From an optimization exercise on the open Yosys and OpenROAD flow, aimed at small area, a short achievable clock period and few clock cycles per item; shortcuts taken in it are not production practice. Function was checked by simulation only, so behaviour that the tests miss may differ from the original. No driver is modelled on the clock port, so clock power and skew are understated where the tree is cut down; a real chip needs a root buffer or a tree. Power and IR drop assume default switching activity.

==> design.v <==
`timescale 1ns / 1ps
module fc_layer #(
    parameter IN_SIZE = 75,
    parameter OUT_SIZE = 10,
    parameter DATA_WIDTH = 16
)(
    input  wire clk,
    input  wire reset_n,
    input  wire start_fc,
    input  wire data_valid,
    input  wire signed [DATA_WIDTH-1:0] map_in_serial,
    input  wire signed [DATA_WIDTH-1:0] weight_serial,
    input  wire signed [DATA_WIDTH-1:0] bias_serial,
    output reg finish_fc,
    output reg signed [DATA_WIDTH-1:0] predict_out,
    output reg predict_out_valid
);
    localparam IDLE = 2'd0, LD_X = 2'd1, LD_W = 2'd2, LD_B = 2'd3;
    reg [1:0] phase;
    reg [6:0] cnt_i;      
    reg [3:0] cnt_o;      
    reg ring_en;          
    reg ring_ld;          
    reg en;               
    reg first;            
    reg first_d;          
    reg lastp;            
    reg push;             
    reg bv;               
    reg b9;               
    reg [15:0] d;         
    reg [7:0] neg, one, two;
    reg v_r;
    reg [1:0] ph_now;
    reg [6:0] ci_now;
    reg [3:0] co_now;
    wire last_i = (cnt_i == IN_SIZE-1);
    wire last_o = (cnt_o == OUT_SIZE-1);
    always @(*) begin
        ph_now = phase;
        ci_now = cnt_i;
        co_now = cnt_o;
        if (v_r) begin
            case (phase)
                LD_X: begin
                    ci_now = last_i ? 7'd0 : cnt_i + 7'd1;
                    if (last_i) ph_now = LD_W;
                end
                LD_W: begin
                    ci_now = last_i ? 7'd0 : cnt_i + 7'd1;
                    if (last_i) begin
                        co_now = last_o ? 4'd0 : cnt_o + 4'd1;
                        if (last_o) ph_now = LD_B;
                    end
                end
                LD_B: begin
                    co_now = last_o ? 4'd0 : cnt_o + 4'd1;
                    if (last_o) ph_now = IDLE;
                end
                default: ;
            endcase
        end
    end
    wire is_x = (ph_now == LD_X);
    wire is_w = (ph_now == LD_W);
    wire is_b = (ph_now == LD_B);
    always @(posedge clk or negedge reset_n) begin
        if (!reset_n) begin
            phase <= IDLE;
            cnt_i <= 7'd0;
            cnt_o <= 4'd0;
            v_r <= 1'b0;
            ring_en <= 1'b0;
            ring_ld <= 1'b0;
            en <= 1'b0;
            first <= 1'b0;
            first_d <= 1'b0;
            lastp <= 1'b0;
            push <= 1'b0;
            bv <= 1'b0;
            b9 <= 1'b0;
        end else begin
            ring_en <= data_valid && (is_x || is_w);
            ring_ld <= is_x;
            en <= data_valid && is_w;
            first <= data_valid && is_w && (ci_now == 7'd0);
            lastp <= data_valid && is_w && (ci_now == IN_SIZE-1) && (co_now != OUT_SIZE-1);
            push <= lastp;
            first_d <= first;
            bv <= data_valid && is_b;
            b9 <= (co_now == OUT_SIZE-1);
            if (start_fc) begin
                phase <= LD_X;
                cnt_i <= 7'd0;
                cnt_o <= 4'd0;
                v_r <= 1'b0;
            end else begin
                phase <= ph_now;
                cnt_i <= ci_now;
                cnt_o <= co_now;
                v_r <= data_valid && (ph_now != IDLE);
            end
        end
    end
    always @(posedge clk) begin
        predict_out_valid <= bv;
        finish_fc <= bv && b9;
    end
    always @(posedge clk) begin
        d <= is_x ? map_in_serial : bias_serial;
    end
    wire ld_w = data_valid && is_w;
    wire [16:0] wx = {weight_serial, 1'b0};
    integer b;
    always @(posedge clk)
        for (b = 0; b < 8; b = b + 1) begin
            neg[b] <= ld_w & wx[2*b+2];
            one[b] <= ld_w & (wx[2*b+1] ^ wx[2*b]);
            two[b] <= ld_w & ((wx[2*b+2] & ~wx[2*b+1] & ~wx[2*b]) | (~wx[2*b+2] & wx[2*b+1] & wx[2*b]));
        end
    reg [16*IN_SIZE-1:0] ring;
    wire [15:0] x = ring[15:0];
    always @(posedge clk)
        if (ring_en)
            ring <= {ring_ld ? d : x, ring[16*IN_SIZE-1:16]};
    wire pp1;
    wire pp2;
    wire pp3;
    wire pp4;
    wire pp5;
    wire pp6;
    wire pp7;
    wire pp8;
    wire pp9;
    wire pp10;
    wire pp11;
    wire pp12;
    wire pp13;
    wire pp14;
    wire pp15;
    wire pp16;
    wire pp17;
    wire pp18;
    wire pp19;
    wire pp20;
    wire pp21;
    wire pp22;
    wire pp23;
    wire pp24;
    wire pp25;
    wire pp26;
    wire pp27;
    wire pp28;
    wire pp29;
    wire pp30;
    wire pp31;
    wire pp32;
    wire pp33;
    wire pp34;
    wire pp35;
    wire pp36;
    wire pp37;
    wire pp38;
    wire pp39;
    wire pp40;
    wire pp41;
    wire pp42;
    wire pp43;
    wire pp44;
    wire pp45;
    wire pp46;
    wire pp47;
    wire pp48;
    wire pp49;
    wire pp50;
    wire pp51;
    wire pp52;
    wire pp53;
    wire pp54;
    wire pp55;
    wire pp56;
    wire pp57;
    wire pp58;
    wire pp59;
    wire pp60;
    wire pp61;
    wire pp62;
    wire pp63;
    wire pp64;
    wire pp65;
    wire pp66;
    wire pp67;
    wire pp68;
    wire pp69;
    wire pp70;
    wire pp71;
    wire pp72;
    wire pp73;
    wire pp74;
    wire pp75;
    wire pp76;
    wire pp77;
    wire pp78;
    wire pp79;
    wire pp80;
    wire pp81;
    wire pp82;
    wire pp83;
    wire pp84;
    wire pp85;
    wire pp86;
    wire pp87;
    wire pp88;
    wire pp89;
    wire pp90;
    wire pp91;
    wire pp92;
    wire pp93;
    wire pp94;
    wire pp95;
    wire pp96;
    wire pp97;
    wire pp98;
    wire pp99;
    wire pp100;
    wire pp101;
    wire pp102;
    wire pp103;
    wire pp104;
    wire pp105;
    wire pp106;
    wire pp107;
    wire pp108;
    wire pp109;
    wire pp110;
    wire pp111;
    wire pp112;
    wire pp113;
    wire pp114;
    wire pp115;
    wire pp116;
    wire pp117;
    wire pp118;
    wire pp119;
    wire pp120;
    wire pp121;
    wire pp122;
    wire pp123;
    wire pp124;
    wire pp125;
    wire pp126;
    wire pp127;
    wire pp128;
    wire pp129;
    wire pp130;
    wire pp131;
    wire pp132;
    wire pp133;
    wire pp134;
    wire s135;
    wire c136;
    wire s137;
    wire c138;
    wire s139;
    wire c140;
    wire s141;
    wire c142;
    wire s143;
    wire c144;
    wire s145;
    wire c146;
    wire s147;
    wire c148;
    wire s149;
    wire c150;
    wire s151;
    wire c152;
    wire s153;
    wire c154;
    wire s155;
    wire c156;
    wire s157;
    wire c158;
    wire s159;
    wire c160;
    wire s161;
    wire c162;
    wire s163;
    wire c164;
    wire s165;
    wire c166;
    wire s167;
    wire c168;
    wire s169;
    wire c170;
    wire s171;
    wire c172;
    wire s173;
    wire c174;
    wire s175;
    wire c176;
    wire s177;
    wire c178;
    wire s179;
    wire c180;
    wire s181;
    wire c182;
    wire s183;
    wire c184;
    wire s185;
    wire c186;
    wire s187;
    wire c188;
    wire s189;
    wire c190;
    wire s191;
    wire c192;
    wire s193;
    wire c194;
    wire s195;
    wire c196;
    wire s197;
    wire c198;
    wire s199;
    wire c200;
    wire s201;
    wire c202;
    wire s203;
    wire c204;
    wire s205;
    wire c206;
    wire s207;
    wire c208;
    wire s209;
    wire c210;
    wire s211;
    wire c212;
    wire s213;
    wire c214;
    wire s215;
    wire c216;
    wire s217;
    wire c218;
    wire s219;
    wire c220;
    wire s221;
    wire c222;
    wire s223;
    wire c224;
    wire s225;
    wire c226;
    wire s227;
    wire c228;
    wire s229;
    wire c230;
    wire s231;
    wire c232;
    wire s233;
    wire c234;
    wire s235;
    wire c236;
    wire s237;
    wire c238;
    wire s239;
    wire c240;
    wire s241;
    wire c242;
    wire s243;
    wire c244;
    wire s245;
    wire c246;
    wire s247;
    wire c248;
    wire s249;
    wire c250;
    wire s251;
    wire c252;
    wire s253;
    wire c254;
    wire s255;
    wire c256;
    wire s257;
    wire c258;
    wire s259;
    wire c260;
    wire s261;
    wire c262;
    wire s263;
    wire c264;
    wire s265;
    wire c266;
    wire s267;
    wire c268;
    wire s269;
    wire c270;
    wire s271;
    wire c272;
    wire s273;
    wire c274;
    wire s275;
    wire c276;
    wire s277;
    wire c278;
    wire s279;
    wire c280;
    wire s281;
    wire c282;
    wire s283;
    wire c284;
    wire s285;
    wire c286;
    wire s287;
    wire c288;
    wire s289;
    wire c290;
    wire s291;
    wire c292;
    wire s293;
    wire c294;
    wire s295;
    wire c296;
    wire s297;
    wire c298;
    wire s299;
    wire c300;
    wire s301;
    wire c302;
    wire s303;
    wire c304;
    wire s305;
    wire c306;
    wire s307;
    wire c308;
    wire s309;
    wire c310;
    wire s311;
    wire c312;
    wire s313;
    wire c314;
    wire s315;
    wire c316;
    wire s317;
    wire c318;
    wire s319;
    wire c320;
    wire s321;
    wire c322;
    wire s323;
    wire c324;
    wire s325;
    wire c326;
    wire s327;
    wire c328;
    wire s329;
    wire c330;
    wire s331;
    wire c332;
    wire s333;
    wire c334;
    wire s335;
    wire c336;
    wire s337;
    wire c338;
    wire s339;
    wire c340;
    wire s341;
    wire c342;
    wire s343;
    wire c344;
    assign pp1 = ((one[0] & x[0])) ^ neg[0];
    assign pp2 = ((one[0] & x[1]) | (two[0] & x[0])) ^ neg[0];
    assign pp3 = ((one[0] & x[2]) | (two[0] & x[1])) ^ neg[0];
    assign pp4 = ((one[0] & x[3]) | (two[0] & x[2])) ^ neg[0];
    assign pp5 = ((one[0] & x[4]) | (two[0] & x[3])) ^ neg[0];
    assign pp6 = ((one[0] & x[5]) | (two[0] & x[4])) ^ neg[0];
    assign pp7 = ((one[0] & x[6]) | (two[0] & x[5])) ^ neg[0];
    assign pp8 = ((one[0] & x[7]) | (two[0] & x[6])) ^ neg[0];
    assign pp9 = ((one[0] & x[8]) | (two[0] & x[7])) ^ neg[0];
    assign pp10 = ((one[0] & x[9]) | (two[0] & x[8])) ^ neg[0];
    assign pp11 = ((one[0] & x[10]) | (two[0] & x[9])) ^ neg[0];
    assign pp12 = ((one[0] & x[11]) | (two[0] & x[10])) ^ neg[0];
    assign pp13 = ((one[0] & x[12]) | (two[0] & x[11])) ^ neg[0];
    assign pp14 = ((one[0] & x[13]) | (two[0] & x[12])) ^ neg[0];
    assign pp15 = ((one[0] & x[14]) | (two[0] & x[13])) ^ neg[0];
    assign pp16 = ((one[0] & x[15]) | (two[0] & x[14])) ^ neg[0];
    assign pp17 = en & ~(((one[0] & x[15]) | (two[0] & x[15])) ^ neg[0]);
    assign pp18 = ((one[1] & x[0])) ^ neg[1];
    assign pp19 = ((one[1] & x[1]) | (two[1] & x[0])) ^ neg[1];
    assign pp20 = ((one[1] & x[2]) | (two[1] & x[1])) ^ neg[1];
    assign pp21 = ((one[1] & x[3]) | (two[1] & x[2])) ^ neg[1];
    assign pp22 = ((one[1] & x[4]) | (two[1] & x[3])) ^ neg[1];
    assign pp23 = ((one[1] & x[5]) | (two[1] & x[4])) ^ neg[1];
    assign pp24 = ((one[1] & x[6]) | (two[1] & x[5])) ^ neg[1];
    assign pp25 = ((one[1] & x[7]) | (two[1] & x[6])) ^ neg[1];
    assign pp26 = ((one[1] & x[8]) | (two[1] & x[7])) ^ neg[1];
    assign pp27 = ((one[1] & x[9]) | (two[1] & x[8])) ^ neg[1];
    assign pp28 = ((one[1] & x[10]) | (two[1] & x[9])) ^ neg[1];
    assign pp29 = ((one[1] & x[11]) | (two[1] & x[10])) ^ neg[1];
    assign pp30 = ((one[1] & x[12]) | (two[1] & x[11])) ^ neg[1];
    assign pp31 = ((one[1] & x[13]) | (two[1] & x[12])) ^ neg[1];
    assign pp32 = ((one[1] & x[14]) | (two[1] & x[13])) ^ neg[1];
    assign pp33 = ((one[1] & x[15]) | (two[1] & x[14])) ^ neg[1];
    assign pp34 = en & ~(((one[1] & x[15]) | (two[1] & x[15])) ^ neg[1]);
    assign pp35 = ((one[2] & x[0])) ^ neg[2];
    assign pp36 = ((one[2] & x[1]) | (two[2] & x[0])) ^ neg[2];
    assign pp37 = ((one[2] & x[2]) | (two[2] & x[1])) ^ neg[2];
    assign pp38 = ((one[2] & x[3]) | (two[2] & x[2])) ^ neg[2];
    assign pp39 = ((one[2] & x[4]) | (two[2] & x[3])) ^ neg[2];
    assign pp40 = ((one[2] & x[5]) | (two[2] & x[4])) ^ neg[2];
    assign pp41 = ((one[2] & x[6]) | (two[2] & x[5])) ^ neg[2];
    assign pp42 = ((one[2] & x[7]) | (two[2] & x[6])) ^ neg[2];
    assign pp43 = ((one[2] & x[8]) | (two[2] & x[7])) ^ neg[2];
    assign pp44 = ((one[2] & x[9]) | (two[2] & x[8])) ^ neg[2];
    assign pp45 = ((one[2] & x[10]) | (two[2] & x[9])) ^ neg[2];
    assign pp46 = ((one[2] & x[11]) | (two[2] & x[10])) ^ neg[2];
    assign pp47 = ((one[2] & x[12]) | (two[2] & x[11])) ^ neg[2];
    assign pp48 = ((one[2] & x[13]) | (two[2] & x[12])) ^ neg[2];
    assign pp49 = ((one[2] & x[14]) | (two[2] & x[13])) ^ neg[2];
    assign pp50 = ((one[2] & x[15]) | (two[2] & x[14])) ^ neg[2];
    assign pp51 = en & ~(((one[2] & x[15]) | (two[2] & x[15])) ^ neg[2]);
    assign pp52 = ((one[3] & x[0])) ^ neg[3];
    assign pp53 = ((one[3] & x[1]) | (two[3] & x[0])) ^ neg[3];
    assign pp54 = ((one[3] & x[2]) | (two[3] & x[1])) ^ neg[3];
    assign pp55 = ((one[3] & x[3]) | (two[3] & x[2])) ^ neg[3];
    assign pp56 = ((one[3] & x[4]) | (two[3] & x[3])) ^ neg[3];
    assign pp57 = ((one[3] & x[5]) | (two[3] & x[4])) ^ neg[3];
    assign pp58 = ((one[3] & x[6]) | (two[3] & x[5])) ^ neg[3];
    assign pp59 = ((one[3] & x[7]) | (two[3] & x[6])) ^ neg[3];
    assign pp60 = ((one[3] & x[8]) | (two[3] & x[7])) ^ neg[3];
    assign pp61 = ((one[3] & x[9]) | (two[3] & x[8])) ^ neg[3];
    assign pp62 = ((one[3] & x[10]) | (two[3] & x[9])) ^ neg[3];
    assign pp63 = ((one[3] & x[11]) | (two[3] & x[10])) ^ neg[3];
    assign pp64 = ((one[3] & x[12]) | (two[3] & x[11])) ^ neg[3];
    assign pp65 = ((one[3] & x[13]) | (two[3] & x[12])) ^ neg[3];
    assign pp66 = ((one[3] & x[14]) | (two[3] & x[13])) ^ neg[3];
    assign pp67 = ((one[3] & x[15]) | (two[3] & x[14])) ^ neg[3];
    assign pp68 = en & ~(((one[3] & x[15]) | (two[3] & x[15])) ^ neg[3]);
    assign pp69 = ((one[4] & x[0])) ^ neg[4];
    assign pp70 = ((one[4] & x[1]) | (two[4] & x[0])) ^ neg[4];
    assign pp71 = ((one[4] & x[2]) | (two[4] & x[1])) ^ neg[4];
    assign pp72 = ((one[4] & x[3]) | (two[4] & x[2])) ^ neg[4];
    assign pp73 = ((one[4] & x[4]) | (two[4] & x[3])) ^ neg[4];
    assign pp74 = ((one[4] & x[5]) | (two[4] & x[4])) ^ neg[4];
    assign pp75 = ((one[4] & x[6]) | (two[4] & x[5])) ^ neg[4];
    assign pp76 = ((one[4] & x[7]) | (two[4] & x[6])) ^ neg[4];
    assign pp77 = ((one[4] & x[8]) | (two[4] & x[7])) ^ neg[4];
    assign pp78 = ((one[4] & x[9]) | (two[4] & x[8])) ^ neg[4];
    assign pp79 = ((one[4] & x[10]) | (two[4] & x[9])) ^ neg[4];
    assign pp80 = ((one[4] & x[11]) | (two[4] & x[10])) ^ neg[4];
    assign pp81 = ((one[4] & x[12]) | (two[4] & x[11])) ^ neg[4];
    assign pp82 = ((one[4] & x[13]) | (two[4] & x[12])) ^ neg[4];
    assign pp83 = ((one[4] & x[14]) | (two[4] & x[13])) ^ neg[4];
    assign pp84 = ((one[4] & x[15]) | (two[4] & x[14])) ^ neg[4];
    assign pp85 = en & ~(((one[4] & x[15]) | (two[4] & x[15])) ^ neg[4]);
    assign pp86 = ((one[5] & x[0])) ^ neg[5];
    assign pp87 = ((one[5] & x[1]) | (two[5] & x[0])) ^ neg[5];
    assign pp88 = ((one[5] & x[2]) | (two[5] & x[1])) ^ neg[5];
    assign pp89 = ((one[5] & x[3]) | (two[5] & x[2])) ^ neg[5];
    assign pp90 = ((one[5] & x[4]) | (two[5] & x[3])) ^ neg[5];
    assign pp91 = ((one[5] & x[5]) | (two[5] & x[4])) ^ neg[5];
    assign pp92 = ((one[5] & x[6]) | (two[5] & x[5])) ^ neg[5];
    assign pp93 = ((one[5] & x[7]) | (two[5] & x[6])) ^ neg[5];
    assign pp94 = ((one[5] & x[8]) | (two[5] & x[7])) ^ neg[5];
    assign pp95 = ((one[5] & x[9]) | (two[5] & x[8])) ^ neg[5];
    assign pp96 = ((one[5] & x[10]) | (two[5] & x[9])) ^ neg[5];
    assign pp97 = ((one[5] & x[11]) | (two[5] & x[10])) ^ neg[5];
    assign pp98 = ((one[5] & x[12]) | (two[5] & x[11])) ^ neg[5];
    assign pp99 = ((one[5] & x[13]) | (two[5] & x[12])) ^ neg[5];
    assign pp100 = ((one[5] & x[14]) | (two[5] & x[13])) ^ neg[5];
    assign pp101 = ((one[5] & x[15]) | (two[5] & x[14])) ^ neg[5];
    assign pp102 = en & ~(((one[5] & x[15]) | (two[5] & x[15])) ^ neg[5]);
    assign pp103 = ((one[6] & x[0])) ^ neg[6];
    assign pp104 = ((one[6] & x[1]) | (two[6] & x[0])) ^ neg[6];
    assign pp105 = ((one[6] & x[2]) | (two[6] & x[1])) ^ neg[6];
    assign pp106 = ((one[6] & x[3]) | (two[6] & x[2])) ^ neg[6];
    assign pp107 = ((one[6] & x[4]) | (two[6] & x[3])) ^ neg[6];
    assign pp108 = ((one[6] & x[5]) | (two[6] & x[4])) ^ neg[6];
    assign pp109 = ((one[6] & x[6]) | (two[6] & x[5])) ^ neg[6];
    assign pp110 = ((one[6] & x[7]) | (two[6] & x[6])) ^ neg[6];
    assign pp111 = ((one[6] & x[8]) | (two[6] & x[7])) ^ neg[6];
    assign pp112 = ((one[6] & x[9]) | (two[6] & x[8])) ^ neg[6];
    assign pp113 = ((one[6] & x[10]) | (two[6] & x[9])) ^ neg[6];
    assign pp114 = ((one[6] & x[11]) | (two[6] & x[10])) ^ neg[6];
    assign pp115 = ((one[6] & x[12]) | (two[6] & x[11])) ^ neg[6];
    assign pp116 = ((one[6] & x[13]) | (two[6] & x[12])) ^ neg[6];
    assign pp117 = ((one[6] & x[14]) | (two[6] & x[13])) ^ neg[6];
    assign pp118 = ((one[6] & x[15]) | (two[6] & x[14])) ^ neg[6];
    assign pp119 = en & ~(((one[6] & x[15]) | (two[6] & x[15])) ^ neg[6]);
    assign pp120 = ((one[7] & x[0])) ^ neg[7];
    assign pp121 = ((one[7] & x[1]) | (two[7] & x[0])) ^ neg[7];
    assign pp122 = ((one[7] & x[2]) | (two[7] & x[1])) ^ neg[7];
    assign pp123 = ((one[7] & x[3]) | (two[7] & x[2])) ^ neg[7];
    assign pp124 = ((one[7] & x[4]) | (two[7] & x[3])) ^ neg[7];
    assign pp125 = ((one[7] & x[5]) | (two[7] & x[4])) ^ neg[7];
    assign pp126 = ((one[7] & x[6]) | (two[7] & x[5])) ^ neg[7];
    assign pp127 = ((one[7] & x[7]) | (two[7] & x[6])) ^ neg[7];
    assign pp128 = ((one[7] & x[8]) | (two[7] & x[7])) ^ neg[7];
    assign pp129 = ((one[7] & x[9]) | (two[7] & x[8])) ^ neg[7];
    assign pp130 = ((one[7] & x[10]) | (two[7] & x[9])) ^ neg[7];
    assign pp131 = ((one[7] & x[11]) | (two[7] & x[10])) ^ neg[7];
    assign pp132 = ((one[7] & x[12]) | (two[7] & x[11])) ^ neg[7];
    assign pp133 = ((one[7] & x[13]) | (two[7] & x[12])) ^ neg[7];
    assign pp134 = ((one[7] & x[14]) | (two[7] & x[13])) ^ neg[7];
    assign {c136, s135} = pp11 + pp26;
    assign {c138, s137} = pp12 + pp27;
    assign {c140, s139} = pp13 + pp28 + pp43;
    assign {c142, s141} = pp58 + pp73;
    assign {c144, s143} = pp14 + pp29 + pp44;
    assign {c146, s145} = pp59 + pp74;
    assign {c148, s147} = pp15 + pp30 + pp45;
    assign {c150, s149} = pp60 + pp75 + pp90;
    assign {c152, s151} = pp105 + pp120;
    assign {c154, s153} = pp16 + pp31 + pp46;
    assign {c156, s155} = pp61 + pp76 + pp91;
    assign {c158, s157} = pp106 + pp121;
    assign {c160, s159} = pp17 + pp32 + pp47;
    assign {c162, s161} = pp62 + pp77 + pp92;
    assign {c164, s163} = pp107 + pp122;
    assign {c166, s165} = pp33 + pp48 + pp63;
    assign {c168, s167} = pp78 + pp93 + pp108;
    assign {c170, s169} = pp34 + pp49 + pp64;
    assign {c172, s171} = pp79 + pp94;
    assign {c174, s173} = pp50 + pp65 + pp80;
    assign {c176, s175} = pp51 + pp66;
    assign {c178, s177} = pp7 + pp22;
    assign {c180, s179} = pp8 + pp23;
    assign {c182, s181} = pp9 + pp24 + pp39;
    assign {c184, s183} = pp54 + pp69;
    assign {c186, s185} = pp10 + pp25 + pp40;
    assign {c188, s187} = pp55 + pp70;
    assign {c190, s189} = s135 + pp41 + pp56;
    assign {c192, s191} = pp71 + pp86 + neg[5];
    assign {c194, s193} = c136 + s137 + pp42;
    assign {c196, s195} = pp57 + pp72 + pp87;
    assign {c198, s197} = c138 + s139 + s141;
    assign {c200, s199} = pp88 + pp103 + neg[6];
    assign {c202, s201} = c140 + c142 + s143;
    assign {c204, s203} = s145 + pp89 + pp104;
    assign {c206, s205} = c144 + c146 + s147;
    assign {c208, s207} = s149 + s151 + neg[7];
    assign {c210, s209} = c148 + c150 + c152;
    assign {c212, s211} = s153 + s155 + s157;
    assign {c214, s213} = c154 + c156 + c158;
    assign {c216, s215} = s159 + s161 + s163;
    assign {c218, s217} = c160 + c162 + c164;
    assign {c220, s219} = s165 + s167 + pp123;
    assign {c222, s221} = c166 + c168 + s169;
    assign {c224, s223} = s171 + pp109 + pp124;
    assign {c226, s225} = c170 + c172 + s173;
    assign {c228, s227} = pp95 + pp110 + pp125;
    assign {c230, s229} = c174 + s175 + pp81;
    assign {c232, s231} = pp96 + pp111 + pp126;
    assign {c234, s233} = c176 + pp67 + pp82;
    assign {c236, s235} = pp97 + pp112 + pp127;
    assign {c238, s237} = pp68 + pp83 + pp98;
    assign {c240, s239} = pp113 + pp128;
    assign {c242, s241} = pp84 + pp99 + pp114;
    assign {c244, s243} = pp85 + pp100;
    assign {c246, s245} = pp5 + pp20;
    assign {c248, s247} = pp6 + pp21;
    assign {c250, s249} = s177 + pp37 + pp52;
    assign {c252, s251} = c178 + s179 + pp38;
    assign {c254, s253} = c180 + s181 + s183;
    assign {c256, s255} = c182 + c184 + s185;
    assign {c258, s257} = c186 + c188 + s189;
    assign {c260, s259} = c190 + c192 + s193;
    assign {c262, s261} = c194 + c196 + s197;
    assign {c264, s263} = c198 + c200 + s201;
    assign {c266, s265} = c202 + c204 + s205;
    assign {c268, s267} = c206 + c208 + s209;
    assign {c270, s269} = c210 + c212 + s213;
    assign {c272, s271} = c214 + c216 + s217;
    assign {c274, s273} = c218 + c220 + s221;
    assign {c276, s275} = c222 + c224 + s225;
    assign {c278, s277} = c226 + c228 + s229;
    assign {c280, s279} = c230 + c232 + s233;
    assign {c282, s281} = c234 + c236 + s237;
    assign {c284, s283} = c238 + c240 + s241;
    assign {c286, s285} = c242 + s243 + pp115;
    assign {c288, s287} = c244 + pp101 + pp116;
    assign {c290, s289} = pp102 + pp117;
    assign {c292, s291} = pp3 + pp18;
    assign {c294, s293} = pp4 + pp19;
    assign {c296, s295} = s245 + pp35 + neg[2];
    assign {c298, s297} = c246 + s247 + pp36;
    assign {c300, s299} = c248 + s249 + neg[3];
    assign {c302, s301} = c250 + s251 + pp53;
    assign {c304, s303} = c252 + s253 + neg[4];
    assign {c306, s305} = c254 + s255 + s187;
    assign {c308, s307} = c256 + s257 + s191;
    assign {c310, s309} = c258 + s259 + s195;
    assign {c312, s311} = c260 + s261 + s199;
    assign {c314, s313} = c262 + s263 + s203;
    assign {c316, s315} = c264 + s265 + s207;
    assign {c318, s317} = c266 + s267 + s211;
    assign {c320, s319} = c268 + s269 + s215;
    assign {c322, s321} = c270 + s271 + s219;
    assign {c324, s323} = c272 + s273 + s223;
    assign {c326, s325} = c274 + s275 + s227;
    assign {c328, s327} = c276 + s277 + s231;
    assign {c330, s329} = c278 + s279 + s235;
    assign {c332, s331} = c280 + s281 + s239;
    assign {c334, s333} = c282 + s283 + pp129;
    assign {c336, s335} = c284 + s285 + pp130;
    assign {c338, s337} = c286 + s287 + pp131;
    assign {c340, s339} = c288 + s289 + pp132;
    assign {c342, s341} = c290 + pp118 + pp133;
    assign {c344, s343} = pp119 + pp134;
    reg [28:0] pp_s, pp_c;
    always @(posedge clk) begin
        pp_s <= {c342, c340, c338, c336, c334, c332, c330, c328, c326, c324, c322, c320, c318, c316, c314, c312, c310, c308, c306, c304, c302, c300, c298, c296, c294, c292, s291, pp2, pp1};
        pp_c <= {s343, s341, s339, s337, s335, s333, s331, s329, s327, s325, s323, s321, s319, s317, s315, s313, s311, s309, s307, s305, s303, s301, s299, s297, s295, s293, neg[1], 1'b0, neg[0]};
    end
    reg [28:0] acc;
    wire [28:0] acc_in = first_d ? 29'd1638400 : acc;
    wire [28:0] t_s = acc_in ^ pp_s ^ pp_c;
    wire [28:0] t_c = (acc_in & pp_s) | (acc_in & pp_c) | (pp_s & pp_c);
    wire [28:0] sum = t_s + {t_c[27:0], 1'b0};    
    always @(posedge clk)
        acc <= sum;
    reg [16*(OUT_SIZE-1)-1:0] psum;
    always @(posedge clk)
        if (push || bv)
            psum <= {sum[28:13], psum[16*(OUT_SIZE-1)-1:16]};
    always @(posedge clk)
        predict_out <= psum[15:0] + d;
endmodule
==> flow/run.sh <==
#!/bin/bash
# Standard ORFS layout (the standard.sh: ORFS synthesis and steps).
# Differences:
# - synthesis skips Yosys's early "abc -fast" (SYNTH_ARGS=-noabc), so the
#   full adders written out in the RTL are extracted without inverters
#   between them; registers (names and cells) are the same as the standard
#   synthesis, and ORFS's own ABC mapping still runs;
# - the resizer's repair_timing is asked for a setup margin, so it works on
#   paths well below the 15 ns period; ABC maps for a shorter period;
# - ports get buf_1 buffers (the resizer upsizes them where timing needs it);
# - CTS inserts no dummy loads;
set -euo pipefail
VARS=(SYNTH_ARGS=-noabc SETUP_SLACK_MARGIN=11.15 ABC_CLOCK_PERIOD_IN_PS=3800
  "BUFFER_PORTS_ARGS=-buffer_cell sky130_fd_sc_hd__buf_1"
  "CTS_ARGS=-sink_clustering_enable -repair_clock_nets -sink_clustering_size 30 -sink_clustering_max_diameter 100 -dont_use_dummy_load")
bash standard.sh "${VARS[@]}" cts > standard_flow_cts.log 2>&1
ODB=orfs/results/sky130hd/fc_layer/base/4_cts.odb CLK_PORT=clk \
  openroad -no_init -exit flow/noroot.tcl > noroot.log 2>&1
bash standard.sh "${VARS[@]}" finish > standard_flow_finish.log 2>&1
==> flow/noroot.tcl <==
read_db $::env(ODB)
set block [ord::get_db_block]
set clkport [$block findBTerm $::env(CLK_PORT)]
set clknet [$clkport getNet]
set its [$clknet getITerms]
puts "noroot: clock port net [$clknet getName] has [llength $its] cell pins"
if {[llength $its] != 1} { puts "noroot: unexpected, leaving the tree as it is"; exit 0 }
set rootA [lindex $its 0]
set root [$rootA getInst]
set master [[$root getMaster] getName]
if {![string match "sky130_fd_sc_hd__clkbuf_*" $master]} { puts "noroot: root is $master, leaving"; exit 0 }
set rootX [$root findITerm X]
set net0 [$rootX getNet]
set sinks {}
foreach it [$net0 getITerms] {
  if {[$it getInst] ne $root} { lappend sinks $it }
}
puts "noroot: root [$root getName] ($master) drives [llength $sinks] pins"
if {[llength $sinks] > 4 || [llength [$net0 getBTerms]] > 0} { puts "noroot: too many, leaving"; exit 0 }
foreach it $sinks {
  set m [[[$it getInst] getMaster] getName]
  if {![string match "sky130_fd_sc_hd__clkbuf_*" $m]} { puts "noroot: sink is $m, leaving"; exit 0 }
}
foreach it $sinks {
  $it disconnect
  $it connect $clknet
}
$rootA disconnect
$rootX disconnect
odb::dbInst_destroy $root
odb::dbNet_destroy $net0
puts "noroot: clock port now drives [llength [$clknet getITerms]] pins"
write_db $::env(ODB)
==> standard.sh <==
#!/bin/bash
# synth_recipe.tcl (not shown) runs the flow's synth.tcl, then flattens the netlist and writes it again
# the make line also repeats each setting of config.mk as NAME=value (left out here)
make -C /OpenROAD-flow-scripts/flow DESIGN_CONFIG=/design/flow/config.mk WORK_HOME=/design/flow/orfs CLKGATE_MAP_FILE= SYNTH_SCRIPT=/design/flow/synth_recipe.tcl "${@:-finish}"
==> config.mk <==
export PLATFORM = sky130hd
export DESIGN_NAME = fc_layer
export DESIGN_NICKNAME = fc_layer
export VERILOG_FILES = /design/flow/design.v
export SDC_FILE = /design/flow/constraint.sdc
export NUM_CORES = 4
export LEC_CHECK = 0
export CAP_MARGIN = 20
export CORE_MARGIN = 2
export CORE_UTILIZATION = 68.0
export CTS_CLUSTER_DIAMETER = 100
export CTS_CLUSTER_SIZE = 30
export PLACE_DENSITY = 0.78
export SLEW_MARGIN = 20
export SYNTH_MEMORY_MAX_BITS = 16384
==> constraint.sdc <==
create_clock -name core_clock -period 15.0 [get_ports {clk}]
set_input_delay 3.0000 -clock core_clock [delete_from_list [all_inputs] [get_ports {clk}]]
set_output_delay 3.0000 -clock core_clock [all_outputs]
set_load 0.01 [all_outputs]
==> results of run 1 <==
-- path summary, 6_finish.rpt --
check	from	endpoint	slack [ns]	cells past startpoint
worst max register to register	ring[15]$_DFFE_PP_	pp_c[17]$_DFF_P_	11.26	7
min in group asynchronous	reset_n	b9$_DFF_PN0_	2.52	2
max in group asynchronous	reset_n	first_d$_DFF_PN0_	12.17	2
worst min-delay path	first$_DFF_PN0_	first_d$_DFF_PN0_	0.36	0
worst max-delay path	predict_out[7]$_DFF_P_	predict_out[7]	11.06	1
worst min register to register	first$_DFF_PN0_	first_d$_DFF_PN0_	0.36	0
-- Yosys cell counts, types with 3 or more instances --
| cell | number | area (sq um) |
|---|---|---|
| sky130_fd_sc_hd__edfxtp_1 | 1344 | 40400 |
| sky130_fd_sc_hd__xnor2_1 | 165 | 1450 |
| sky130_fd_sc_hd__dfxtp_1 | 144 | 2880 |
| sky130_fd_sc_hd__a22oi_1 | 120 | 901 |
| sky130_fd_sc_hd__fa_1 | 113 | 2260 |
| sky130_fd_sc_hd__clkbuf_1 | 84 | 315 |
| sky130_fd_sc_hd__ha_1 | 75 | 938 |
| sky130_fd_sc_hd__a21oi_1 | 49 | 245 |
| sky130_fd_sc_hd__nor2_1 | 46 | 173 |
| sky130_fd_sc_hd__nand2_1 | 36 | 135 |
| sky130_fd_sc_hd__mux2_2 | 33 | 372 |
| sky130_fd_sc_hd__o21ai_0 | 33 | 165 |
| sky130_fd_sc_hd__nor2b_1 | 31 | 194 |
| sky130_fd_sc_hd__dfrtp_1 | 23 | 576 |
| sky130_fd_sc_hd__xor2_1 | 22 | 193 |
| sky130_fd_sc_hd__inv_1 | 18 | 67.6 |
| sky130_fd_sc_hd__a21o_1 | 17 | 128 |
| sky130_fd_sc_hd__and3_1 | 14 | 87.6 |
| sky130_fd_sc_hd__and2_1 | 10 | 62.6 |
| sky130_fd_sc_hd__nand3_1 | 9 | 45.0 |
| sky130_fd_sc_hd__nand2b_1 | 8 | 50.1 |
| sky130_fd_sc_hd__nor3_1 | 8 | 40.0 |
| sky130_fd_sc_hd__or3b_2 | 8 | 70.1 |
| sky130_fd_sc_hd__a31oi_1 | 7 | 43.8 |
| sky130_fd_sc_hd__nand3b_1 | 7 | 52.6 |
| sky130_fd_sc_hd__o21a_1 | 7 | 52.6 |
| sky130_fd_sc_hd__or2_2 | 7 | 43.8 |
| sky130_fd_sc_hd__a211oi_1 | 6 | 45.0 |
| sky130_fd_sc_hd__o21bai_1 | 6 | 45.0 |
| sky130_fd_sc_hd__nand4_1 | 5 | 31.3 |
| sky130_fd_sc_hd__o22ai_1 | 4 | 25.0 |
| sky130_fd_sc_hd__or3_1 | 4 | 25.0 |
| sky130_fd_sc_hd__a21boi_0 | 3 | 22.5 |
-- kinds of logic after synthesis --
logic type                 after synthesis  share of synthesized area
muxes                                   33                    0.00710
xor gates and xnor gates               187                     0.0313
buffers and inverters                  104                    0.00746
and+or+nand+nor                        204                     0.0211
AOI/OAI and AO/OA                      267                     0.0347
adders and majority gates              188                     0.0612
DFF                                   1511                      0.837
-- cell usage in the layout (no fill, tap or decap), types with 33 or more instances in the layout --
| master | count |
|---|---|
| sky130_fd_sc_hd__buf_1 | 49 |
| sky130_fd_sc_hd__a22oi_1 | 120 |
| sky130_fd_sc_hd__xnor2_1 | 165 |
| sky130_fd_sc_hd__nor2_1 | 46 |
| sky130_fd_sc_hd__ha_1 | 73 |
| sky130_fd_sc_hd__mux2_2 | 33 |
| sky130_fd_sc_hd__nand2_1 | 35 |
| sky130_fd_sc_hd__clkbuf_16 | 56 |
| sky130_fd_sc_hd__edfxtp_1 | 1344 |
| sky130_fd_sc_hd__dfxtp_1 | 129 |
| sky130_fd_sc_hd__fa_1 | 113 |
| sky130_fd_sc_hd__a21oi_1 | 48 |
-- per-stage QoR --
step	total power (uW)	hold slack, ns
2_1_floorplan	5190	0.329
3_3_place_gp	5240	0.338
3_5_place_dp	5260	0.339
4_1_cts	7030	0.359
5_1_grt	7170	0.362
6_report	6930	0.356
-- power breakdown --
group | internal (uW) | switching, uW
Clock | 670 | 1070
Combinational | 126 | 239
Sequential | 4770 | 56.2
Total | 5570 | 1370
-- layout make-up --
| cell class | instances | area share |
|---|---|---|
| Sequential cell | 1511 | 0.791 |
| Timing Repair Buffer | 89 | 0.0110 |
| Clock buffer | 56 | 0.0253 |
| Antenna cell | 1 | 0.0000452 |
| Inverter | 18 | 0.00122 |
| Tap cell | 1030 | 0.0233 |
| Multi-Input combinational cell | 879 | 0.148 |
-- flip-flops by register name, summed over array words and instances (netlist names), 16 cells and up --
name,cells
pp_c,28
predict_out,16
pp_s,29
psum,144
acc,29
d,16
ring,1200
-- what timing repair did --
item | in CTS | in global routing
setup endpoints to repair | 687 | 191
buffers inserted | 1 | 0
gates resized for setup | 34 | 30
endpoints found under the hold margin | 0 | 0
-- layer usage --
metal | vias up | global-route usage | share of wire
met5 | - | 0 | 0.00034
li1 | 9487 | - | -
met1 | 10800 | 0.307 | 0.45
met4 | 4 | 0.0450 | 0.021
met3 | 120 | 0.0388 | 0.071
met2 | 635 | 0.303 | 0.46
==> key figures, run 1 <==
Run status
  – Outcome: complete, no violations

Synth
  – Unique masters post-synth: 55
  – FF+latch count, synth: 1511
  – Post-synthesis async set-or-reset flop share: 0.0152
  – Yosys Warn Count: 1
  – Most used DFF post-synth: sky130_fd_sc_hd__edfxtp_1
  – Gate Count Post-Synth: 2494
  – Nets in the synthesized netlist: 2734
  – Post-synthesis sequential area ratio: 0.837
  – Number of flops mapped to enable cells by yosys: 1344
  – Post-synthesis average cell area: 21.0 sq um
  – Mapped cell area: 52300 sq um

Floorplanning
  – Die Wd: 281 um
  – Count of pins on the block boundary: 70
  – Die outline height: 281 um
  – Count of standard-cell rows: 101
  – Effective utilization at floorplan: 0.688
  – Standard cell core area: 76100 sq um
  – Die area: 79200 sq um

Setup path
  – Delay of the slowest critical-path stage: 0.34 ns
  – Critical path's top delay family: flip-flops
  – Endpoint type of the worst setup path: output pin
  – Critical path data arrival time: 0.94 ns
  – Worst Path Buf+Inv: 1
  – Setup Crit Path Kind: reg2out
  – Crit path required time: 12.00 ns
  – Crit path max fanout: 1
  – Startpoint type of the worst setup path: flop
  – Cell type of the slowest stage on the worst timing path: sky130_fd_sc_hd__dfxtp_2
  – CP cell instances: buf_6

CTS
  – Hold_buf cts: 0
  – Later-pin clock latency in the skew report: 0.48 ns
  – Clock net sink count: 1511
  – Register clock-pin slew on the reported worst setup and hold paths: 0.11 ns

Power
  – Power density over the cells: 125 nW/um^2
  – Max IR drop VDD: 0.000114 V
  – Static leakage: 0.0178 uW

STA
  – Final critical delay including setup and external delays: 3.94 ns
  – Slew Viols, Final: 0
  – Least setup slack across all paths after layout: 11.06 ns
  – Total setup violations reported at the end of the flow: 0
  – Clock Skews: 0.0608 ns
  – Max-Slew Margin vs Limit: 0.299
  – Number of hold violations in the final report: 0
  – Total Neg Setup Slack: 0 ns
  – Transition at the pin with the smallest max-transition slack: 1.05 ns
  – RSZ-0062 raised after global routing: true
  – Part of the cycle the worst path needs: 0.263
  – Top achievable clock speed: 0.254 GHz

Place
  – Area after DPL: 53700 sq um
  – Half-perimeter wire length after placement: 44100 um
  – GPL Wtd Cong: 0.874
  – Placed cell count: 3525
  – Port Buf Inserts: 69
  – Setup slack after placement: 10.17 ns

Route
  – First drt pass iteration count: 6
  – Total wire length after detailed routing: 78700 um
  – Remaining antenna violation count after routing: 0
  – Post-route DRC: 0
  – Vias after detailed routing: 21000
  – Vias per inst: 5.87
  – Detail-routed net length per standard cell: 22.0 um
  – Violation count after the first detailed-route iteration: 2092

Global routing
  – Total congestion overflow after global routing: 0
  – Vias in the first global route: 20800
  – First-pass GRT wire length: 120000 um
  – Antenna violations before repair: 6
  – Global-route usage over all layers: 0.199
  – Maximum number of pins on one net before global-route repair: 216

Finish
  – Count of placed standard cells in the final layout, fillers left out: 3584
  – Area taken by flip-flops and latches: 43800 sq um
  – # fillers: 4389
  – Final design instance area without fill: 55400 sq um
  – Final core area utilization: 0.728
  – Share of post-route cells with drive strength above 1: 0.0678
  – Nets: 2795
  – Area overhead of the layout relative to synthesis: 5.84%
  – Multi-input gate area in the final layout: 8180 sq um

Worst hold path
  – Class of the worst hold path: reg2reg

Job
  – Maxcap violations: 0
Testbench counts, summed over its fixed seeds: cycles 53,568, images 64.
==> run 2, diff against run 1 <==
--- a/design.v
+++ b/design.v
@@ -62,7 +62,13 @@
         end
     end
-    wire is_x = (ph_now == LD_X);
-    wire is_w = (ph_now == LD_W);
-    wire is_b = (ph_now == LD_B);
+    wire p_x = (phase == LD_X);
+    wire p_w = (phase == LD_W);
+    wire p_b = (phase == LD_B);
+    wire is_x = p_x & ~(v_r & last_i);
+    wire is_w = (p_w & ~(v_r & last_i & last_o)) | (p_x & v_r & last_i);
+    wire is_b = (p_b & ~(v_r & last_o)) | (p_w & v_r & last_i & last_o);
+    wire first_now = is_w & (v_r ? last_i : (cnt_i == 7'd0));
+    wire last_now = is_w & (v_r ? (cnt_i == IN_SIZE-2) : last_i) & ~last_o;
+    wire b9_now = (v_r & ((p_w & last_i) | p_b)) ? (cnt_o == OUT_SIZE-2) : last_o;
     always @(posedge clk or negedge reset_n) begin
         if (!reset_n) begin
@@ -84,10 +90,10 @@
             ring_ld <= is_x;
             en <= data_valid && is_w;
-            first <= data_valid && is_w && (ci_now == 7'd0);
-            lastp <= data_valid && is_w && (ci_now == IN_SIZE-1) && (co_now != OUT_SIZE-1);
+            first <= data_valid && first_now;
+            lastp <= data_valid && last_now;
             push <= lastp;
             first_d <= first;
             bv <= data_valid && is_b;
-            b9 <= (co_now == OUT_SIZE-1);
+            b9 <= b9_now;
             if (start_fc) begin
                 phase <= LD_X;
--- a/flow/run.sh
+++ b/flow/run.sh
@@ -11,5 +11,5 @@
 # - CTS inserts no dummy loads;
 set -euo pipefail
-VARS=(SYNTH_ARGS=-noabc SETUP_SLACK_MARGIN=11.15 ABC_CLOCK_PERIOD_IN_PS=3800
+VARS=(SYNTH_ARGS=-noabc SETUP_SLACK_MARGIN=11.1 ABC_CLOCK_PERIOD_IN_PS=3800
   "BUFFER_PORTS_ARGS=-buffer_cell sky130_fd_sc_hd__buf_1"
   "CTS_ARGS=-sink_clustering_enable -repair_clock_nets -sink_clustering_size 30 -sink_clustering_max_diameter 100 -dont_use_dummy_load")
--- a/config.mk
+++ b/config.mk
@@ -8,8 +8,8 @@
 export CAP_MARGIN = 20
 export CORE_MARGIN = 2
-export CORE_UTILIZATION = 68.0
+export CORE_UTILIZATION = 65
 export CTS_CLUSTER_DIAMETER = 100
 export CTS_CLUSTER_SIZE = 30
-export PLACE_DENSITY = 0.78
+export PLACE_DENSITY = 0.75
 export SLEW_MARGIN = 20
 export SYNTH_MEMORY_MAX_BITS = 16384
==> run 2 against run 1 <==
Compared with the run above:
- still clean
- worst hold slack lost 0.0013 ns
- non-clock buffer count shrank 2
- critical path depth is the same
- largest cell class unchanged
==> key figures, run 2 <==
Power
  – Max IR drop VDD: 0.000103 V (-9.6%)
  – Static leakage: 0.0192 uW (+7.7%)
  – Post-route total power: 6760 uW (-2.6%)
  – Power density over the cells: 122 nW/um^2 (-2.9%)

Synth
  – Synth top cells by count: sky130_fd_sc_hd__edfxtp_1, sky130_fd_sc_hd__xnor2_1, sky130_fd_sc_hd__dfxtp_1
  – Share of the synthesized area in the top cell type: 0.768 (-0.00332)
  – Post-synthesis average cell area: 20.9 sq um (-0.49%)
  – Most used DFF post-synth: sky130_fd_sc_hd__edfxtp_1
  – FF+latch count, synth: 1511 (unchanged)
  – Yosys Warn Count: 1 (unchanged)
  – Unique masters post-synth: 63 (+15%)
  – Post-synthesis sequential area ratio: 0.834 (-0.00361)
  – Top cell type by total area after synthesis: sky130_fd_sc_hd__edfxtp_1
  – Nets in the synthesized netlist: 2756 (+0.80%)
  – Post-synthesis async set-or-reset flop share: 0.0152 (unchanged)
  – Gate Count Post-Synth: 2517 (+0.92%)
  – Number of flops mapped to enable cells by yosys: 1344 (unchanged)
  – Library cell with the highest instance count after synthesis: sky130_fd_sc_hd__edfxtp_1
  – Most area-consuming cells after synthesis: sky130_fd_sc_hd__edfxtp_1, sky130_fd_sc_hd__dfxtp_1, sky130_fd_sc_hd__fa_1, sky130_fd_sc_hd__xnor2_1, sky130_fd_sc_hd__ha_1
  – Mapped cell area: 52600 sq um (+0.43%)

Global routing
  – First-pass GRT wire length: 123000 um (+2.9%)
  – Maximum number of pins on one net before global-route repair: 221 (+2.3%)
  – Global-route usage over all layers: 0.195 (-0.00413)
  – Met2 routing resource usage after global routing: 0.311 (+0.00812)
  – Met3 GRT Util: 0.0260 (-0.0128)
  – Vias in the first global route: 21300 (+2.1%)
  – Global Route met1 Usage: 0.295 (-0.0119)
  – Antenna violations before repair: 4 (-2)
  – Total congestion overflow after global routing: 0 (unchanged)
  – Most utilized layer in the global route result: met2

STA
  – Top achievable clock speed: 0.254 GHz (about the same)
  – Number of hold violations in the final report: 0 (unchanged)
  – Total setup violations reported at the end of the flow: 0 (unchanged)
  – Clock Skews: 0.0839 ns (+0.0231 ns)
  – RSZ-0062 raised after global routing: true
  – Final critical delay including setup and external delays: 3.94 ns (-0.00180 ns)
  – Total Neg Setup Slack: 0 ns (unchanged)
  – Slew Viols, Final: 0 (unchanged)
  – Part of the cycle the worst path needs: 0.263 (about the same)
  – Transition at the pin with the smallest max-transition slack: 1.09 ns (+0.0429 ns)
  – Max-Slew Margin vs Limit: 0.270 (-0.0296)

Setup path
  – Critical path data arrival time: 0.94 ns (about the same)
  – Crit path required time: 12.00 ns (about the same)
  – Worst setup slack for register-to-register paths: 11.28 ns (+0.02 ns)
  – Critical path's top delay family: flip-flops
  – Capture instance of the worst register-to-register path: pp_c[17]$_DFF_P_
  – Startpoint type of the worst setup path: flop
  – Depth of the worst register-to-register path: 6 (-1)
  – Setup Crit Path Kind: reg2out
  – Delay of the slowest critical-path stage: 0.34 ns (about the same)
  – Origin of the critical flop-to-flop path: ring[10]$_DFFE_PP_
  – Crit path max fanout: 1 (unchanged)
  – Worst Path Buf+Inv: 1 (unchanged)
  – CP cell instances: buf_6
  – Endpoint type of the worst setup path: output pin
  – Cell type of the slowest stage on the worst timing path: sky130_fd_sc_hd__dfxtp_2

Floorplanning
  – Die area: 83200 sq um (+5.0%)
  – Count of pins on the block boundary: 70 (unchanged)
  – Standard cell core area: 80300 sq um (+5.5%)
  – Effective utilization at floorplan: 0.655 (-0.0333)
  – Die outline height: 288 um (+2.5%)
  – Die Wd: 288 um (+2.5%)
  – Count of standard-cell rows: 104 (+3.0%)

Route
  – Total wire length after detailed routing: 80500 um (+2.2%)
  – First drt pass iteration count: 6 (unchanged)
  – Post-route DRC: 0 (unchanged)
  – Vias per inst: 5.85 (-0.28%)
  – Vias after detailed routing: 21300 (+1.0%)
  – Detail-routed net length per standard cell: 22.2 um (+0.88%)
  – Remaining antenna violation count after routing: 0 (unchanged)
  – Violation count after the first detailed-route iteration: 2113 (+1.0%)

Finish
  – Antenna cells: 0 (-1)
  – Nets: 2812 (+0.61%)
  – # fillers: 4806 (+9.5%)
  – Share of post-route cells with drive strength above 1: 0.0669 (-0.000863)
  – Leading cell type in the layout, fill and taps excluded: sky130_fd_sc_hd__edfxtp_1
  – Largest registers ranked by flip-flop count: ring x1200, psum x144
  – Number of flip-flops in the largest register: 1200 (unchanged)
  – Register with the most flip-flops: ring
  – Area overhead of the layout relative to synthesis: 5.78% (about the same)
  – Most frequent cells in the layout: sky130_fd_sc_hd__edfxtp_1, sky130_fd_sc_hd__xnor2_1, sky130_fd_sc_hd__dfxtp_1

Worst hold path
  – Min-Delay Startpoint: lastp$_DFF_PN0_
  – Worst Hold End: push$_DFF_PN0_
  – Hold Crit Depth: 0 (unchanged)
  – Class of the worst hold path: reg2reg

CTS
  – Clock net sink count: 1511 (unchanged)
  – Count of buffers added by post-CTS timing repair for setup: 0 (-1)
  – Register clock-pin slew on the reported worst setup and hold paths: 0.10 ns (about the same)
  – Later-pin clock latency in the skew report: 0.49 ns (about the same)

Run status
  – Outcome: complete, no violations

Place
  – Port Buf Inserts: 69 (unchanged)
  – GPL Wtd Cong: 0.861 (-1.5%)
  – Half-perimeter wire length after placement: 46000 um (+4.2%)

Job
  – Maxcap violations: 0 (unchanged)
==> run 2: cell families after synthesis <==
group | after synthesis | share of synthesized area
adders and majority gates | 187 | 0.0607
DFF | 1511 | 0.834
and+or+nand+nor | 209 | 0.0211
muxes | 35 | 0.00743
xor gates and xnor gates | 183 | 0.0305
AOI/OAI and AO/OA | 286 | 0.0390
buffers and inverters | 106 | 0.00766
==> run 2: routing by layer <==
metal | up-vias | share of wire | routed length (um)
met3 | 110 | 0.056 | 4470
li1 | 9611 | - | -
met5 | - | 0.00016 | 13
met2 | 589 | 0.48 | 38600
met4 | 2 | 0.020 | 1590
met1 | 10900 | 0.44 | 35800
==> run 2: repair_timing <==
action,in CTS,in global routing
hold buffers,0,0
gates resized for setup,37,18
setup endpoints to repair,23,226
==> run 2: layout make-up <==
type	count	area [sq um]	area share
clock buffer	57	1430	0.0257
inverter	16	60.1	0.00108
multi-input combinational	900	8360	0.150
sequential	1511	43800	0.789
tap	1060	1330	0.0239
timing repair buffer	87	582	0.0105
==> run 2: how the worst max path moves through the flow <==
| stage | start | depth (start not counted) | slack, ns | endpoint |
|---|---|---|---|---|
| 2_1_floorplan | ring_en$_DFF_PN0_ | 0 | 6.18 | ring[0]$_DFFE_PP_ |
| 3_3_place_gp | start_fc | 5 | 10.63 | cnt_i[6]$_DFFE_PN0P_ |
| 3_5_place_dp | start_fc | 5 | 10.63 | cnt_i[6]$_DFFE_PN0P_ |
| 4_1_cts | predict_out[15]$_DFF_P_ | 1 | 10.83 | predict_out[15] |
| 5_1_grt | predict_out[15]$_DFF_P_ | 1 | 11.02 | predict_out[15] |
| 6_report | predict_out[13]$_DFF_P_ | 1 | 11.06 | predict_out[13] |
==> run 2: per-stage QoR <==
step / util / hold slack [ns] / worst slack (ns) / instance area (sq um) / cells
5_1_grt: 0.693 / 0.379 / 11.02 / 55600 / 3631
3_5_place_dp: 0.673 / 0.342 / 10.63 / 54000 / 3573
2_1_floorplan: - / 0.329 / 6.18 / 52600 / 2517
4_1_cts: 0.692 / 0.358 / 10.83 / 55500 / 3631
6_report: 0.693 / 0.355 / 11.06 / 55600 / 3631
3_3_place_gp: 0.673 / 0.343 / 10.63 / 54000 / 3573
==> run 2: power by group <==
part | switching, uW | internal, uW
registers | 82.9 | 4800
clock network | 1070 | 682
logic | 96.8 | 34.1
Testbench counts of run 2, summed over its fixed seeds: cycles 53,568, images 64.
==> run 3, diff against run 2 <==
--- a/flow/run.sh
+++ b/flow/run.sh
@@ -11,5 +11,5 @@
 # - CTS inserts no dummy loads;
 set -euo pipefail
-VARS=(SYNTH_ARGS=-noabc SETUP_SLACK_MARGIN=11.1 ABC_CLOCK_PERIOD_IN_PS=3800
+VARS=(SYNTH_ARGS=-noabc SETUP_SLACK_MARGIN=11.2 ABC_CLOCK_PERIOD_IN_PS=3800
   "BUFFER_PORTS_ARGS=-buffer_cell sky130_fd_sc_hd__buf_1"
   "CTS_ARGS=-sink_clustering_enable -repair_clock_nets -sink_clustering_size 30 -sink_clustering_max_diameter 100 -dont_use_dummy_load")
==> run 3 against run 2 <==
Compared with the run above:
- combinational power grew 5%
- sequential power is essentially flat
- global-route usage is essentially flat
- power grew 0.11%
- die area is the same
- critical path depth is the same
- first-iteration DRC count shrank 5.9%
- worst hold slack is essentially flat
- count of clock-buffer cells in the layout is the same
==> key figures, run 3 <==
Synth
  – Unique masters post-synth: 63 (unchanged)
  – Post-synthesis average cell area: 20.9 sq um (unchanged)
  – Number of flops mapped to enable cells by yosys: 1344 (unchanged)
  – Most used DFF post-synth: sky130_fd_sc_hd__edfxtp_1
  – Share of the synthesized area in the top cell type: 0.768 (unchanged)
  – FF+latch count, synth: 1511 (unchanged)
  – Library cell with the highest instance count after synthesis: sky130_fd_sc_hd__edfxtp_1
  – Nets in the synthesized netlist: 2756 (unchanged)
  – Top cell type by total area after synthesis: sky130_fd_sc_hd__edfxtp_1
  – Post-synthesis async set-or-reset flop share: 0.0152 (unchanged)
  – Gate Count Post-Synth: 2517 (unchanged)
  – Synth top cells by count: sky130_fd_sc_hd__edfxtp_1, sky130_fd_sc_hd__xnor2_1, sky130_fd_sc_hd__dfxtp_1
  – Mapped cell area: 52600 sq um (unchanged)
  – Yosys Warn Count: 1 (unchanged)
  – Most area-consuming cells after synthesis: sky130_fd_sc_hd__edfxtp_1, sky130_fd_sc_hd__dfxtp_1, sky130_fd_sc_hd__fa_1, sky130_fd_sc_hd__xnor2_1, sky130_fd_sc_hd__ha_1
  – Post-synthesis sequential area ratio: 0.834 (unchanged)

Setup path
  – Setup Crit Path Kind: reg2out
  – Startpoint type of the worst setup path: flop
  – Launching instance or port of the critical path: predict_out[12]$_DFF_P_
  – Critical path data arrival time: 0.94 ns (about the same)
  – Worst setup slack for register-to-register paths: 11.35 ns (+0.07 ns)
  – Capture instance of the worst register-to-register path: pp_c[14]$_DFF_P_
  – Endpoint type of the worst setup path: output pin
  – Depth of the worst register-to-register path: 6 (unchanged)
  – Capture point of the critical path: predict_out[12]
  – Cell type of the slowest stage on the worst timing path: sky130_fd_sc_hd__dfxtp_2
  – Delay of the slowest critical-path stage: 0.34 ns (about the same)
  – Origin of the critical flop-to-flop path: ring[11]$_DFFE_PP_
  – Critical path's top delay family: flip-flops
  – Worst Path Buf+Inv: 1 (unchanged)
  – CP cell instances: buf_6
  – Cell count along the critical path: 1 (unchanged)
  – Crit path required time: 12.00 ns (about the same)
  – Crit path max fanout: 1 (unchanged)

Floorplanning
  – Count of standard-cell rows: 104 (unchanged)
  – Standard cell core area: 80300 sq um (unchanged)
  – Count of pins on the block boundary: 70 (unchanged)
  – Effective utilization at floorplan: 0.655 (unchanged)
  – Die Wd: 288 um (unchanged)
  – Die outline height: 288 um (unchanged)
  – Die area: 83200 sq um (unchanged)

Finish
  – Most frequent cells in the layout: sky130_fd_sc_hd__edfxtp_1, sky130_fd_sc_hd__xnor2_1, sky130_fd_sc_hd__dfxtp_1
  – Area overhead of the layout relative to synthesis: 6.03%
  – Count of placed standard cells in the final layout, fillers left out: 3641 (+0.28%)
  – Area taken by flip-flops and latches: 43800 sq um (unchanged)
  – Share of post-route cells with drive strength above 1: 0.0717 (+0.00478)
  – Number of flip-flops in the largest register: 1200 (unchanged)
  – Antenna cells: 0 (unchanged)
  – Nets: 2822 (+0.36%)
  – Register with the most flip-flops: ring
  – Multi-input gate area in the final layout: 8380 sq um (+0.13%)
  – Leading cell type in the layout, fill and taps excluded: sky130_fd_sc_hd__edfxtp_1
  – # fillers: 4804 (-0.042%)
  – Largest registers ranked by flip-flop count: ring x1200, psum x144

Route
  – Detail-routed net length per standard cell: 22.2 um (about the same)
  – Total wire length after detailed routing: 80700 um (+0.34%)
  – Vias per inst: 5.88 (+0.44%)
  – Remaining antenna violation count after routing: 0 (unchanged)
  – First drt pass iteration count: 6 (unchanged)
  – Vias after detailed routing: 21400 (+0.72%)
  – Post-route DRC: 0 (unchanged)
  – Violation count after the first detailed-route iteration: 1988 (-5.9%)

STA
  – Max-Slew Margin vs Limit: 0.233 (-0.0362)
  – Transition at the pin with the smallest max-transition slack: 1.15 ns (+0.0557 ns)
  – Top achievable clock speed: 0.254 GHz (about the same)
  – Least setup slack across all paths after layout: 11.06 ns (+0.00200 ns)
  – Total Neg Setup Slack: 0 ns (unchanged)
  – Part of the cycle the worst path needs: 0.263 (about the same)
  – Number of hold violations in the final report: 0 (unchanged)
  – Slew Viols, Final: 0 (unchanged)
  – Final critical delay including setup and external delays: 3.94 ns (-0.00200 ns)
  – RSZ-0062 raised after global routing: true
  – Clock Skews: 0.0839 ns (-0.00000200 ns)
  – Total setup violations reported at the end of the flow: 0 (unchanged)

Place
  – Setup slack after placement: 10.63 ns (unchanged)
  – Half-perimeter wire length after placement: 46000 um (unchanged)
  – GPL Wtd Cong: 0.861 (unchanged)
  – Port Buf Inserts: 69 (unchanged)
  – Placed cell count: 3573 (unchanged)

CTS
  – Clock net sink count: 1511 (unchanged)
  – Hold_buf cts: 0 (unchanged)
  – Later-pin clock latency in the skew report: 0.49 ns (about the same)
  – Register clock-pin slew on the reported worst setup and hold paths: 0.10 ns (about the same)

Run status
  – Outcome: complete, no violations

Global routing
  – Vias in the first global route: 21300 (+0.0094%)
  – Global-route usage over all layers: 0.195 (about the same)
  – Total congestion overflow after global routing: 0 (unchanged)
  – Antenna violations before repair: 4 (unchanged)
  – First-pass GRT wire length: 123000 um (about the same)
  – Maximum number of pins on one net before global-route repair: 221 (unchanged)

Power
  – Max IR drop VDD: 0.000103 V (-0.14%)
  – Power density over the cells: 121 nW/um^2 (-0.13%)
  – Static leakage: 0.0193 uW (+0.34%)

Worst hold path
  – Class of the worst hold path: reg2reg

Job
  – Maxcap violations: 0 (unchanged)
-- run 3: cell counts after synthesis --
Identical to the previous run, type by type.
-- run 3: worst min-delay path by stage --
stage               cells past startpoint  slack, ns       startpoint               to
floorplan                               0       0.33   neg[0]$_DFF_P_  pp_c[0]$_DFF_P_
CTS                                     0       0.36  lastp$_DFF_PN0_   push$_DFF_PN0_
detailed placement                      0       0.34  lastp$_DFF_PN0_   push$_DFF_PN0_
global route                            0       0.38  lastp$_DFF_PN0_   push$_DFF_PN0_
finish                                  0       0.36  lastp$_DFF_PN0_   push$_DFF_PN0_
global placement                        0       0.34  lastp$_DFF_PN0_   push$_DFF_PN0_
-- run 3: what timing repair did --
action,4_1_cts,5_1_grt
gates resized for setup,38,20
buffers inserted,0,9
gates cloned,0,1
endpoints found under the setup margin,127,349
pin swaps,0,0
-- run 3: per-layer routing --
metal / share of wire / global-route usage / vias to the layer above
met1: 0.44 / 0.295 / 11000
met3: 0.055 / 0.0260 / 110
met2: 0.48 / 0.311 / 660
li1: - / - / 9629
met5: 0 / 0 / -
met4: 0.018 / 0.0435 / 0
-- run 3: report_power, final --
group,switching (uW),internal [uW]
sequential,79.9,4800
clock,1070,682
combinational,101,37.0
-- run 3: logic make-up (layout without fill, tap and decap cells) --
group / Yosys count / in the layout / synth area share
fa+ha+maj: 187 / 187 / 0.0607
compound gates: 286 / 286 / 0.0390
flops: 1511 / 1511 / 0.834
buf+inv: 106 / 170 / 0.00766
mux: 35 / 35 / 0.00743
xor+xnor: 183 / 183 / 0.0305
simple gates: 209 / 209 / 0.0211
-- run 3: stage by stage --
stage               cell area, sq um  power [uW]  utilization  hold slack, ns
finish                         55700        6760        0.694           0.355
global route                   55700        6980        0.694           0.379
CTS                            55500        6860        0.692           0.358
detailed placement             54000        5090        0.673           0.342
global placement               54000        5080        0.673           0.343
floorplan                      52600        5050            -           0.329
-- run 3: area by class of cell --
| cell class | instances | share of cell area |
|---|---|---|
| clock buffers | 57 | 0.0256 |
| multi-input cells | 900 | 0.150 |
| flip-flops and latches | 1511 | 0.787 |
| well taps | 1060 | 0.0238 |
| repair buffers | 97 | 0.0125 |
| inverters | 16 | 0.00108 |
-- run 3: worst register-to-register path, delay by kind of cell (launching register included) --
kind | cells | cell delay (ns)
xor+xnor | 1 | 0.26
flops | 1 | 1.06
fa+ha+maj | 4 | 1.88
compound gates | 1 | 0.27

## afterwards: timing with drivers on the ports
How much do the figures lean on ideal ports? The routed layouts below were timed once more, with nothing changed but the port constraints. Step 1: set_driving_cell puts a clkbuf_16 on clk and a buf_2 on each other input, an assumption about the parent block. Step 2 adds t to the input delays and takes it off the output delays; t is the mean of the earliest and latest rising clock arrival at the registers after step 1. Input paths then give back, and output paths get back, about the clock's delay inside the block. Slacks: no drivers / after step 1 / after step 2; pairs: no drivers / after step 1.
run | shift t [ns] | setup WS [ns] | latest minus earliest clock arrival (ns) | pins driven straight from the clock port
run 1 | 0.567 | 11.058 / 10.931 / 10.796 | 0.087 / 0.088 | 4
run 2 | 0.561 | 11.059 / 10.944 / 10.824 | 0.085 / 0.085 | 4
run 3 | 0.562 | 11.062 / 10.945 / 10.820 | 0.084 / 0.084 | 4
After both steps every run listed still meets setup and hold. For run 1, which loses most, drivers alone change the setup slack by -0.127 ns; drivers and shift together by -0.262 ns.
